From an optimization exercise on the open Yosys and OpenROAD flow, aimed at small area, a short achievable clock period and few clock cycles; shortcuts taken in it are not production practice.
At most, simulation tests tie the RTL to the original design; equivalence was not proved.
Power figures rest on the tool's default switching activity, not on a simulated workload.

// SimpleCPU
module SimpleCPU(clk, rst, data_fromRAM, wrEn, addr_toRAM, data_toRAM);
input clk, rst;
input wire [31:0] data_fromRAM;
output reg wrEn;
output reg [9:0] addr_toRAM;
output reg [31:0] data_toRAM;    
localparam S_F0  = 4'd0,   
           S_F1  = 4'd1,   
           S_2   = 4'd2,   
           S_3   = 4'd3,   
           S_4   = 4'd4,   
           S_5   = 4'd5,   
           S_IT  = 4'd6,   
           S_J   = 4'd7,   
           S_BR  = 4'd8,   
           S_NFX = 4'd9,   
           S_NFL = 4'd10,  
           S_NFH = 4'd11;  
localparam OP_ADD = 4'd0, OP_ADDi = 4'd1, OP_NAND = 4'd2, OP_NANDi = 4'd3,
           OP_SRL = 4'd4, OP_SRLi = 4'd5, OP_LT = 4'd6, OP_LTi = 4'd7,
           OP_CP = 4'd8, OP_CPi = 4'd9, OP_CPI = 4'd10, OP_CPIi = 4'd11,
           OP_BZJ = 4'd12, OP_BZJi = 4'd13, OP_MUL = 4'd14, OP_MULi = 4'd15;
reg [3:0]  state;
reg        hz;           
reg [9:0]  pc;
reg [3:0]  op;
reg [9:0]  fa;           
reg [31:0] r2;           
reg [31:0] r3;           
reg        g32;          
reg        bz;           
reg        az;           
wire [31:0] d  = data_fromRAM;
wire [31:0] r1 = data_toRAM;
wire [9:0]  pc1 = pc + 10'd1;
wire st_f1  = state == S_F1;
wire st_2   = state == S_2;
wire st_3   = state == S_3;
wire st_4   = state == S_4;
wire st_5   = state == S_5;
wire st_it  = state == S_IT;
wire st_j   = state == S_J;
wire st_br  = state == S_BR;
  ...
Size in the first run: ~1,100 cells after synthesis, ~77 I/O pins, about 0.0084 mm^2 of cells after synthesis.
export LEC_CHECK = 0
export ABC_AREA = 1
export CAP_MARGIN = 20
export CORE_MARGIN = 2
export CORE_UTILIZATION = 40
export SLEW_MARGIN = 20
create_clock -name core_clock -period 11.0 [get_ports {clk}]
standard.sh (not shown) runs the stock make flow with config.mk's settings and CLKGATE_MAP_FILE= SYNTH_SCRIPT=/design/flow/synth_recipe.tcl, a recipe that flattens the netlist after the stock synthesis.
==> flow/flow/run.sh <==
#!/bin/bash
# The standard layout, with plain buffers instead of delay cells on the ports,
# and timing repair aimed at a shorter period than the clock's.
set -euo pipefail
export BUFFER_PORTS_ARGS="-buffer_cell sky130_fd_sc_hd__buf_2"
export SETUP_SLACK_MARGIN=7.75
bash standard.sh > standard.log 2>&1
The baseline completed with no timing, DRC or antenna violations.
Testbench counts at the start, summed over its fixed seeds: cycles 252,232.
Rerun with:
Settings changed: PLACE_DENSITY set to 0.5.
Design area goes up by 0.51%.
Total power increases by 2.9%.
Setup slack got worse by 8.8 ps.
Die area does not change.
Non-clock buffer count rose by 2.
Rerun with:
--- a/flow/flow/run.sh
+++ b/flow/flow/run.sh
@@ -5,3 +5,3 @@
 export BUFFER_PORTS_ARGS="-buffer_cell sky130_fd_sc_hd__buf_2"
-export SETUP_SLACK_MARGIN=7.75
+export SETUP_SLACK_MARGIN=7.7
 bash standard.sh > standard.log 2>&1
Settings changed: PLACE_DENSITY 0.5 to unset.
After rerunning: Cell area fell by about 1%; core utilization went down by 0.47 points; power came out lower by 3.6%; non-clock buffer count goes down by 3.
Rerun with:
--- a/flow/flow/run.sh
+++ b/flow/flow/run.sh
@@ -5,3 +5,3 @@
 export BUFFER_PORTS_ARGS="-buffer_cell sky130_fd_sc_hd__buf_2"
-export SETUP_SLACK_MARGIN=7.7
+export SETUP_SLACK_MARGIN=7.75
 bash standard.sh > standard.log 2>&1
Settings changed: CORE_UTILIZATION 40 to 50.
Result:
- clock-buffer cell count shrinks by 1
- flip-flop and latch count stays the same
- synthesized cell count stays the same
- clock skew barely changes
- non-clock buffer count grows by 7
- power grows by 1.1%
- via count grows by 0.46%
- wire length shrinks by 0.58%
Rerun with:
--- a/flow/flow/run.sh
+++ b/flow/flow/run.sh
@@ -5,3 +5,3 @@
 export BUFFER_PORTS_ARGS="-buffer_cell sky130_fd_sc_hd__buf_2"
-export SETUP_SLACK_MARGIN=7.75
+export SETUP_SLACK_MARGIN=7.85
 bash standard.sh > standard.log 2>&1
Settings changed: CORE_UTILIZATION 50 to 40.
After rerunning:
- The new run completed with no timing, DRC or antenna violations
- die area climbs by 24%
- design area climbs by 2.0%
- setup slack improves by 29 ps
- clock-buffer cell count climbs by 1
- cell count climbs by about 3.7%
- sequential cell count does not change
- utilization drops by 10 points
- wire length climbs by 1.8%
- clock skew stays flat
- non-clock buffer count climbs by 1

========
== onyx ==
The RTL this note starts from:
==> flow/design.v <==
module SimpleCPU(clk, rst, data_fromRAM, wrEn, addr_toRAM, data_toRAM);
input clk, rst;
input wire [31:0] data_fromRAM;
output reg wrEn;
output reg [9:0] addr_toRAM;
output reg [31:0] data_toRAM;    
localparam S_F0  = 4'd0,   
           S_F1  = 4'd1,   
           S_2   = 4'd2,   
           S_3   = 4'd3,   
           S_4   = 4'd4,   
           S_5   = 4'd5,   
           S_IT  = 4'd6,   
           S_J   = 4'd7,   
           S_BR  = 4'd8,   
           S_NFX = 4'd9,   
           S_NFL = 4'd10,  
           S_NFH = 4'd11;  
localparam OP_ADD = 4'd0, OP_ADDi = 4'd1, OP_NAND = 4'd2, OP_NANDi = 4'd3,
           OP_SRL = 4'd4, OP_SRLi = 4'd5, OP_LT = 4'd6, OP_LTi = 4'd7,
           OP_CP = 4'd8, OP_CPi = 4'd9, OP_CPI = 4'd10, OP_CPIi = 4'd11,
           OP_BZJ = 4'd12, OP_BZJi = 4'd13, OP_MUL = 4'd14, OP_MULi = 4'd15;
reg [3:0]  state;
reg        hz;           
reg [9:0]  pc;
reg [3:0]  op;
reg [9:0]  fa;           
reg [31:0] r2;           
reg [31:0] r3;           
reg        g32;          
reg        bz;           
reg        az;           
wire [31:0] d  = data_fromRAM;
wire [31:0] r1 = data_toRAM;
wire [9:0]  pc1 = pc + 10'd1;
wire st_f1  = state == S_F1;
wire st_2   = state == S_2;
wire st_3   = state == S_3;
wire st_4   = state == S_4;
wire st_5   = state == S_5;
wire st_it  = state == S_IT;
wire st_j   = state == S_J;
wire st_br  = state == S_BR;
wire st_nfx = state == S_NFX;
wire st_nfl = state == S_NFL;
wire st_nf  = state == S_NFX || state == S_NFL || state == S_NFH;
wire op_mul  = op[3:1] == 3'b111;
wire op_alu  = ~op[3];                  
wire op_imm  = op[0];
wire op_srl  = op[3:1] == 3'b010;
wire [32:0] sum;
add32 adder (.a(r1), .b(r2), .s(sum));
wire        lt   = sum[32];
wire        srl_last = g32 | (r2[4:1] == 4'd0);
wire        srl_nz   = ~g32 & (r2[4:0] != 5'd0);
wire r3hz = (r3[31:1] == 31'd0);
wire r2lz = (r2[30:0] == 31'd0);
wire r2z  = r2lz & ~r2[31];
wire mul_last = r3hz | r2lz;
wire jz   = st_j & az;
wire take = (st_f1 & ~hz) | (st_br & ~bz) | jz;
reg [3:0] state_n;
reg       nf;            
always @(*) begin
	nf = 1'b0;
	state_n = state;
	case (state)
	S_F0: state_n = S_F1;
	S_F1: state_n = hz ? S_F0 : S_2;
	S_2:  if (op == OP_CPi) begin nf = 1'b1; state_n = S_NFX; end    
	      else if (op == OP_CP) begin nf = 1'b1; state_n = S_NFL; end
	      else state_n = S_3;
	S_3:  case (op)
		OP_ADDi, OP_NANDi, OP_LTi: begin nf = 1'b1; state_n = S_NFX; end
		OP_SRLi: if (srl_last) begin nf = 1'b1; state_n = S_NFX; end
		         else state_n = S_IT;
		OP_MULi: state_n = S_IT;
		OP_BZJi: state_n = S_J;
		OP_CPIi: begin nf = 1'b1; state_n = S_NFL; end
		OP_CPI: state_n = S_5;
		default: state_n = S_4;  
	      endcase
	S_4:  case (op)
		OP_SRL: state_n = S_IT;
		OP_MUL: if (r2z) begin nf = 1'b1; state_n = S_NFH; end
		        else state_n = S_IT;
		OP_BZJ: state_n = S_BR;
		default: begin nf = 1'b1; state_n = S_NFX; end  
	      endcase
	S_5:  begin nf = 1'b1; state_n = S_NFL; end
	S_IT: if (op[3] ? mul_last : srl_last) begin nf = 1'b1; state_n = S_NFH; end
	S_J:  state_n = jz ? S_2 : S_F0;
	S_BR: state_n = bz ? S_F1 : S_2;
	S_NFX, S_NFL, S_NFH: state_n = S_F1;
	default: state_n = S_F0;
	endcase
end
wire nf_bzj = st_3 & (op == OP_BZJ);
wire pc_inc = nf | nf_bzj;
wire pc_jmp = ~pc_inc & (st_j | (st_br & bz));
wire pc_keep = ~pc_inc & ~pc_jmp;
wire a_pc1 = pc_inc;
wire a_a   = take & d[28];
wire a_ind = (take & ~d[28]) | (st_3 & (op == OP_CPI)) | (st_4 & (op == OP_BZJ));
wire a_b   = ~pc_inc & st_2 & op[0];
wire a_sum = ~take & st_j;                                  
wire a_fa  = ~(a_a | a_pc1 | a_b | a_ind | a_sum);           
always @(posedge clk) begin
	if (rst) begin
		state <= S_F0;
		pc <= 10'd0;
		addr_toRAM <= 10'd0;
		wrEn <= 1'b0;
		hz <= 1'b0;
	end else begin
		state <= state_n;
		wrEn <= st_nf;
		hz <= st_nf & (fa == pc);
		pc <= ({10{pc_inc}} & pc1) | ({10{pc_jmp}} & sum[9:0]) | ({10{pc_keep}} & pc);
		addr_toRAM <= ({10{a_a}} & d[23:14]) | ({10{a_pc1}} & pc1) | ({10{a_b}} & r2[9:0]) |
		              ({10{a_ind}} & d[9:0]) | ({10{a_sum}} & sum[9:0]) | ({10{a_fa}} & fa);
	end
end
wire op_lt   = ~op[3] & op[2] & op[1];
wire sel_zero = (st_2 & (op_mul | op == OP_BZJ | op == OP_CPi)) | ((st_nfx | st_it) & op_srl & g32);
wire sel_nd   = (op[0] ? st_3 : st_4) & op_lt;
wire sel_d    = (st_3 & ((op_alu & op[0] & ~op_lt) | op == OP_BZJi)) |
                (st_4 & op_alu & ~op[0] & ~op_lt) | st_nfl;
wire sel_sum  = (st_nfx & op[2:1] == 2'b00) | (st_it & op[3] & r3[0]);
wire sel_nand = st_nfx & op[2:1] == 2'b01;
wire sel_lt   = st_nfx & op[2:1] == 2'b11;
wire sel_shr  = (st_nfx | st_it) & op_srl & srl_nz;
wire r1_en = sel_zero | sel_nd | sel_d | sel_sum | sel_nand | sel_lt | sel_shr;
wire [31:0] r1_n = ({32{sel_d}} & d) |
                   ({32{sel_nd}} & ~d) | ({32{sel_sum}} & sum[31:0]) |
                   ({32{sel_nand}} & ~(r1 & r2)) | {31'd0, sel_lt & lt} |
                   ({32{sel_shr}} & {1'b0, r1[31:1]});
wire s2_imm = take;
wire mswap  = st_4 & (op == OP_MUL) & (r2[31:12] == 20'd0);
wire s2_d   = (st_3 & (op_mul | (op_alu & ~op[0]))) | (st_4 & ((op == OP_BZJ) | mswap));
wire s2_shl = st_it & op[3];
wire s2_dec = st_it & ~op[3] & srl_nz;
wire s2_keep = ~(s2_imm | s2_d | s2_shl | s2_dec);
wire [31:0] r2_n = ({32{s2_d}} & d) | ({32{s2_imm}} & {18'd0, d[13:0]}) |
                   ({32{s2_shl}} & {r2[30:0], 1'b0}) |
                   ({32{s2_dec}} & {r2[31:5], r2[4:0] - 5'd1}) |
                   ({32{s2_keep}} & r2);
wire fa_cpii = st_3 & (op == OP_CPIi);
wire fa_keep = ~(take | fa_cpii);
always @(posedge clk) begin
	op <= ({4{take}} & d[31:28]) | ({4{~take}} & op);
	fa <= ({10{take}} & d[23:14]) | ({10{fa_cpii}} & d[9:0]) | ({10{fa_keep}} & fa);
	data_toRAM <= r1_n | ({32{~r1_en}} & r1);
	r2 <= r2_n;
	g32 <= (take & |d[13:5]) | (st_3 & ~op[0] & |d[31:5]) | (~take & ~(st_3 & ~op[0]) & g32);
	bz  <= (st_3 & (d == 32'd0)) | (~st_3 & bz);
	az  <= (st_3 & (d[9:0] == 10'd0)) | (~st_3 & az);
	r3 <= ({32{st_4 & ~mswap}} & d) | ({{18{mswap}}, {14{st_3 | mswap}}} & r2) |
	      ({32{~st_3 & ~st_4}} & {1'b0, r3[31:1]});
end
endmodule
module add32(input [31:0] a, input [31:0] b, output [32:0] s);
  wire [31:0] p0 = a ^ b, g0 = a & b;
  wire [31:0] g1, p1, g2, p2, g3, p3, g4, p4, g5, p5, c;
  genvar i;
  generate for (i = 0; i < 32; i = i + 1) begin : l1
    if (i % 2 == 1) begin
      assign g1[i] = g0[i] | p0[i] & g0[i-1]; assign p1[i] = p0[i] & p0[i-1];
    end else begin
      assign g1[i] = g0[i]; assign p1[i] = p0[i];
    end
  end endgenerate
  generate for (i = 0; i < 32; i = i + 1) begin : l2
    if (i % 4 == 3) begin
      assign g2[i] = g1[i] | p1[i] & g1[i-2]; assign p2[i] = p1[i] & p1[i-2];
    end else begin
      assign g2[i] = g1[i]; assign p2[i] = p1[i];
    end
  end endgenerate
  generate for (i = 0; i < 32; i = i + 1) begin : l3
    if (i % 8 == 7) begin
      assign g3[i] = g2[i] | p2[i] & g2[i-4]; assign p3[i] = p2[i] & p2[i-4];
    end else begin
      assign g3[i] = g2[i]; assign p3[i] = p2[i];
    end
  end endgenerate
  generate for (i = 0; i < 32; i = i + 1) begin : l4
    if (i % 16 == 15) begin
      assign g4[i] = g3[i] | p3[i] & g3[i-8]; assign p4[i] = p3[i] & p3[i-8];
    end else begin
      assign g4[i] = g3[i]; assign p4[i] = p3[i];
    end
  end endgenerate
  generate for (i = 0; i < 32; i = i + 1) begin : l5
    if (i == 31) begin
      assign g5[i] = g4[i] | p4[i] & g4[i-16]; assign p5[i] = p4[i] & p4[i-16];
    end else begin
      assign g5[i] = g4[i]; assign p5[i] = p4[i];
    end
  end endgenerate
  generate for (i = 0; i < 32; i = i + 1) begin : dn
    if (i == 0 || i == 1 || i == 3 || i == 7 || i == 15 || i == 31)
      assign c[i] = g5[i];
    else if (i == 23)
      assign c[i] = g5[i] | p5[i] & c[15];
    else if (i % 8 == 7)
      assign c[i] = g5[i] | p5[i] & c[i-8];
    else if (i % 4 == 3)
      assign c[i] = g5[i] | p5[i] & c[i-4];
    else if (i % 2 == 1)
      assign c[i] = g5[i] | p5[i] & c[i-2];
    else
      assign c[i] = g0[i] | p0[i] & c[i-1];
  end endgenerate
  assign s[0] = p0[0];
  generate for (i = 1; i < 32; i = i + 1) begin : so
    assign s[i] = p0[i] ^ c[i-1];
  end endgenerate
  assign s[32] = c[31];
endmodule
Settings: LEC_CHECK=0, ABC_AREA=1, CAP_MARGIN=20, CORE_MARGIN=2, CORE_UTILIZATION=40, SLEW_MARGIN=20; clock period 11.0 ns.
==> flow/flow/run.sh <==
#!/bin/bash
# The standard layout, with plain buffers instead of delay cells on the ports,
# and timing repair aimed at a shorter period than the clock's.
set -euo pipefail
export BUFFER_PORTS_ARGS="-buffer_cell sky130_fd_sc_hd__buf_2"
export SETUP_SLACK_MARGIN=7.8
bash standard.sh > standard.log 2>&1
Relative to onyx, the following input files were edited for umber:
- ABC_AREA: 1 -> 0
Results
umber was carried through to the last stage, and its layout satisfied the timing, design-rule and antenna checks. Cmp onyx and umber / clock period minus final worst setup slack / lower: onyx. In the reports for onyx and umber, the larger effective utilization at floorplan belongs to onyx. In umber, the total length of routed met3 wires came out about 3.3% below the value in onyx. Area growth from synthesis to layout: lower on onyx.
No run of this note included a check of the RTL's function; only the layout flow was run.

## static timing again, ports no longer ideal
No port has a modelled driver above. Below, the same layouts with a new extraction and two added sets of constraints.
Step 1, drivers: a clkbuf_16 drives clk and a buf_2 each remaining input, both assumed.
Step 2 times the ports against the registers' clock, not the clock port: input delays grow and output delays shrink by t, the midpoint of the rising clock arrivals with the driver on.
Slacks: no drivers / after step 1 / after step 2; pairs: no drivers / after step 1.
run	t, ns	slack for setup (ns)	worst slew at a driven data input, ns	cell pins on the clock port's net
the first run of note 1	0.475	7.779 / 7.731 / 7.514	0.03	1
the second run of note 1	0.480	7.770 / 7.720 / 7.484	0.03	1
the third run of note 1	0.472	7.757 / 7.710 / 7.510	0.03	1
the fourth run of note 1	0.473	7.774 / 7.730 / 7.534	0.03	1
the fifth run of note 1	0.477	7.803 / 7.755 / 7.566	0.03	1
onyx	0.481	7.821 / 7.774 / 7.488	0.03	1
umber	0.467	7.622 / 7.622 / 7.378	0.03	1
After both steps every run listed still meets setup and hold. The setup slack of onyx, which loses most, moves by -0.047 ns with the drivers and by -0.333 ns with both steps.
